What follows belongs to an exercise in optimizing a design on an open flow for small area and a short achievable clock period; a production flow would make more cautious choices.
RTL that was checked went through simulation tests only; none was proved equivalent to the original.
Power figures rest on the tool's default switching activity, not on a simulated workload.

## ArithmaticUnit
module ArithmaticUnit(
		input wire clock_i, isWb_i, enable_i,
		input wire [4:0] wbAddress_i,
		input wire [6:0] opCode_i,
		input wire [15:0] pOperand_i, sOperand_i,
		output reg wbEnable_o,
		output reg [4:0] wbAddress_o,
		output reg [15:0] wbData_o,
		output reg [1:0] statusWriteback_o  
    );
export LEC_CHECK = 0
export CAP_MARGIN = 20
export CORE_MARGIN = 2
export CORE_UTILIZATION = 45
export SETUP_SLACK_MARGIN = 2.5
export SLEW_MARGIN = 20
export SYNTH_HIERARCHICAL = 1
export SYNTH_MINIMUM_KEEP_SIZE = 0
export TNS_END_PERCENT = 30
create_clock -name core_clock -period 8.0 [get_ports {clock_i}]
standard.sh (not shown) runs the stock make flow with config.mk's settings and CLKGATE_MAP_FILE= SYNTH_SCRIPT=/design/flow/synth_recipe.tcl, a recipe that flattens the netlist after the stock synthesis.
==> flow/flow/run.sh <==
#!/bin/bash
# Standard ORFS layout, with smaller port buffers and free cell resizing.
set -euo pipefail
bash standard.sh MATCH_CELL_FOOTPRINT=0 ABC_LOAD_IN_FF=1 "BUFFER_PORTS_ARGS=-buffer_cell sky130_fd_sc_hd__buf_1" finish > make_finish.log 2>&1
The baseline finished with timing, DRC and antenna clean.
Next try:
Settings changed: CORE_UTILIZATION 45 to 50, TNS_END_PERCENT 30 to unset.
The changed run ran to the end with no violations.
Worst hold slack got worse by 0.010 ns.
Utilization increases by 6.5 points.
Final cell count is lower by a few percent.
Synthesized cell count stays the same.
Design area is higher slightly.
Via count rose by a few percent.
Setup slack gets better by 0.049 ns.
Non-clock buffer count goes up by 3.
Clock power grows by a few percent.
Global-route usage rose by 3.2 points.
Next try:
==> flow/flow/run.sh (replaced) <==
#!/bin/bash
# Standard ORFS layout, with smaller port buffers and free cell resizing.
set -euo pipefail
bash standard.sh MATCH_CELL_FOOTPRINT=0 ABC_LOAD_IN_FF=2 "BUFFER_PORTS_ARGS=-buffer_cell sky130_fd_sc_hd__buf_1" finish > make_finish.log 2>&1
Settings changed: CORE_UTILIZATION 50 to 45.
Outcome:
- The new run finished clean
- clock power decreases by about 7%
- via count hardly moves
- sequential share of layout area decreases by 0.24 points
- design area increases by 1.7%
- worst hold slack gains 0.022 ns
- die area increases by 11%
- worst setup slack loses 0.050 ns
Next try:
==> flow/flow/run.sh (replaced) <==
#!/bin/bash
# Standard ORFS layout, with smaller port buffers and free cell resizing.
set -euo pipefail
bash standard.sh MATCH_CELL_FOOTPRINT=0 ABC_LOAD_IN_FF=1 "BUFFER_PORTS_ARGS=-buffer_cell sky130_fd_sc_hd__buf_1" finish > make_finish.log 2>&1
Settings changed: TNS_END_PERCENT set to 0.
=> Cell area goes down by about 2%; worst hold slack gets worse by 0.012 ns; first-iteration DRC count rises by 1.8%; global-route usage goes up by 0.24 points.
Next try:
Settings changed: PLACE_DENSITY set to 0.6, TNS_END_PERCENT 0 to unset.
The changed run produced a clean layout.
Power does not change.
Cell area does not change.
Synthesized area does not change.
Setup slack does not change.
Routed wire length does not change.
Synthesized cell count is unchanged.
Die area does not change.
Via count does not change.
First-iteration DRC count does not change.
Final cell count stays the same.
Critical path depth stays the same.
Next try:
Settings changed: PLACE_DENSITY 0.6 to unset.
After rerunning:
- power is unchanged
- via count does not change
- clock power hardly moves
- worst setup slack stays the same
- combinational power hardly moves
- synthesized area stays the same


ArithmaticUnit, a different RTL version from the one above (not shown whole).
Size in the first run: roughly 520 cells after synthesis, about 24 flip-flops, ~71 I/O pins, about 4500 um^2 of cells after synthesis.
==> flow/design.v (excerpt) <==
module ArithmaticUnit(
		input wire clock_i, isWb_i, enable_i,
		input wire [4:0] wbAddress_i,
		input wire [6:0] opCode_i,
		input wire [15:0] pOperand_i, sOperand_i,
		output reg wbEnable_o,
		output reg [4:0] wbAddress_o,
		output reg [15:0] wbData_o,
		output reg [1:0] statusWriteback_o  
    );
	wire [15:0] P = pOperand_i;
	wire [15:0] S = sOperand_i;
	wire mul = opCode_i[1] & opCode_i[0];
	wire sub = opCode_i[1] & ~opCode_i[0];
	wire as  = opCode_i[1] ^ opCode_i[0];
	wire [7:0] one, two, neg;
	assign one[0] = opCode_i[0] ? (~opCode_i[1] | P[0]) : opCode_i[1];
	assign two[0] = opCode_i[1] & opCode_i[0] & P[1] & ~P[0];
	assign neg[0] = opCode_i[1] & (~opCode_i[0] | P[1]);
	genvar k;
	generate for (k = 1; k < 8; k = k + 1) begin : enc
		assign one[k] = mul & (P[2*k] ^ P[2*k-1]);
		assign two[k] = mul & ((P[2*k+1] & ~P[2*k] & ~P[2*k-1]) | (~P[2*k+1] & P[2*k] & P[2*k-1]));
		assign neg[k] = mul & P[2*k+1];
	end endgenerate
	wire pp0_0_n; pa_nand2 u_pp0_0_n (.a(one[0]), .b(S[0]), .y(pp0_0_n));
	wire pp0_0; pa_xnor2 u_pp0_0 (.a(pp0_0_n), .b(neg[0]), .y(pp0_0));
	wire pp0_1_n; pa_aoi22 u_pp0_1_n (.a(one[0]), .b(S[1]), .c(two[0]), .d(S[0]), .y(pp0_1_n));
	wire pp0_1; pa_xnor2 u_pp0_1 (.a(pp0_1_n), .b(neg[0]), .y(pp0_1));
	wire pp0_2_n; pa_aoi22 u_pp0_2_n (.a(one[0]), .b(S[2]), .c(two[0]), .d(S[1]), .y(pp0_2_n));
	wire pp0_2; pa_xnor2 u_pp0_2 (.a(pp0_2_n), .b(neg[0]), .y(pp0_2));
	wire pp0_3_n; pa_aoi22 u_pp0_3_n (.a(one[0]), .b(S[3]), .c(two[0]), .d(S[2]), .y(pp0_3_n));
	wire pp0_3; pa_xnor2 u_pp0_3 (.a(pp0_3_n), .b(neg[0]), .y(pp0_3));
	wire pp0_4_n; pa_aoi22 u_pp0_4_n (.a(one[0]), .b(S[4]), .c(two[0]), .d(S[3]), .y(pp0_4_n));
	wire pp0_4; pa_xnor2 u_pp0_4 (.a(pp0_4_n), .b(neg[0]), .y(pp0_4));
	wire pp0_5_n; pa_aoi22 u_pp0_5_n (.a(one[0]), .b(S[5]), .c(two[0]), .d(S[4]), .y(pp0_5_n));
	wire pp0_5; pa_xnor2 u_pp0_5 (.a(pp0_5_n), .b(neg[0]), .y(pp0_5));
  ...
clock: 8.0 ns
lec_check: 0
cap_margin: 20
core_margin: 2
core_utilization: 45
setup_slack_margin: 2.5
slew_margin: 20
synth_hierarchical: 1
synth_minimum_keep_size: 0
==> flow/flow/run.sh <==
#!/bin/bash
# Standard ORFS layout, with smaller port buffers and free cell resizing.
set -euo pipefail
bash standard.sh MATCH_CELL_FOOTPRINT=0 ABC_LOAD_IN_FF=1 "BUFFER_PORTS_ARGS=-buffer_cell sky130_fd_sc_hd__buf_1" finish > make_finish.log 2>&1
Next try:
- SETUP_SLACK_MARGIN: 2.5 -> 2.35
=>
- The changed run finished clean
- global-route usage hardly moves
- clock power is about the same
- combinational power hardly moves
- total power hardly moves
- routed wire length falls by 0.59%
- synthesized cell count stays the same
- cell area falls by 0.91%
- synthesized area does not change
- count of clock-buffer cells in the layout is unchanged
- worst setup slack degrades by 0.22 ns
- via count rises by 0.64%
Function was not checked in any run of this note: the RTL went through the layout flow alone.

[static timing again, ports no longer ideal]
The flow's constraints put no driver on any port. The routed layouts listed below were extracted and timed again, unchanged, in two steps. Step 1 (the two cells are an assumption about what drives the block):
set clk [get_ports {clock_i}]
set_driving_cell -lib_cell sky130_fd_sc_hd__clkbuf_16 $clk
set_driving_cell -lib_cell sky130_fd_sc_hd__buf_2 [delete_from_list [all_inputs] $clk]
Step 2 also shifts input and output timing later by t, the mid clock arrival at the registers, as if the neighbouring blocks saw the same clock. Slacks: ideal ports / drivers / drivers and shift; pairs: ideal ports / drivers.
run	t (ns)	setup WS [ns]	clock arrival spread, ns
the first run of note 1	0.292	2.713 / 2.718 / 2.426	0.013 / 0.012
the second run of note 1	0.309	2.763 / 2.774 / 2.465	0.003 / 0.002
the third run of note 1	0.285	2.713 / 2.719 / 2.433	0.008 / 0.007
the fourth run of note 1	0.292	2.713 / 2.718 / 2.426	0.013 / 0.012
the fifth run of note 1	0.292	2.713 / 2.718 / 2.426	0.013 / 0.012
the sixth run of note 1	0.292	2.713 / 2.718 / 2.426	0.013 / 0.012
the first run of note 2	0.286	2.871 / 2.876 / 2.589	0.007 / 0.007
the second run of note 2	0.286	2.655 / 2.660 / 2.374	0.008 / 0.008
After both steps every run listed still meets setup and hold. For the second run of note 1, which loses most, drivers alone change the setup slack by +0.011 ns; drivers and shift together by -0.298 ns.
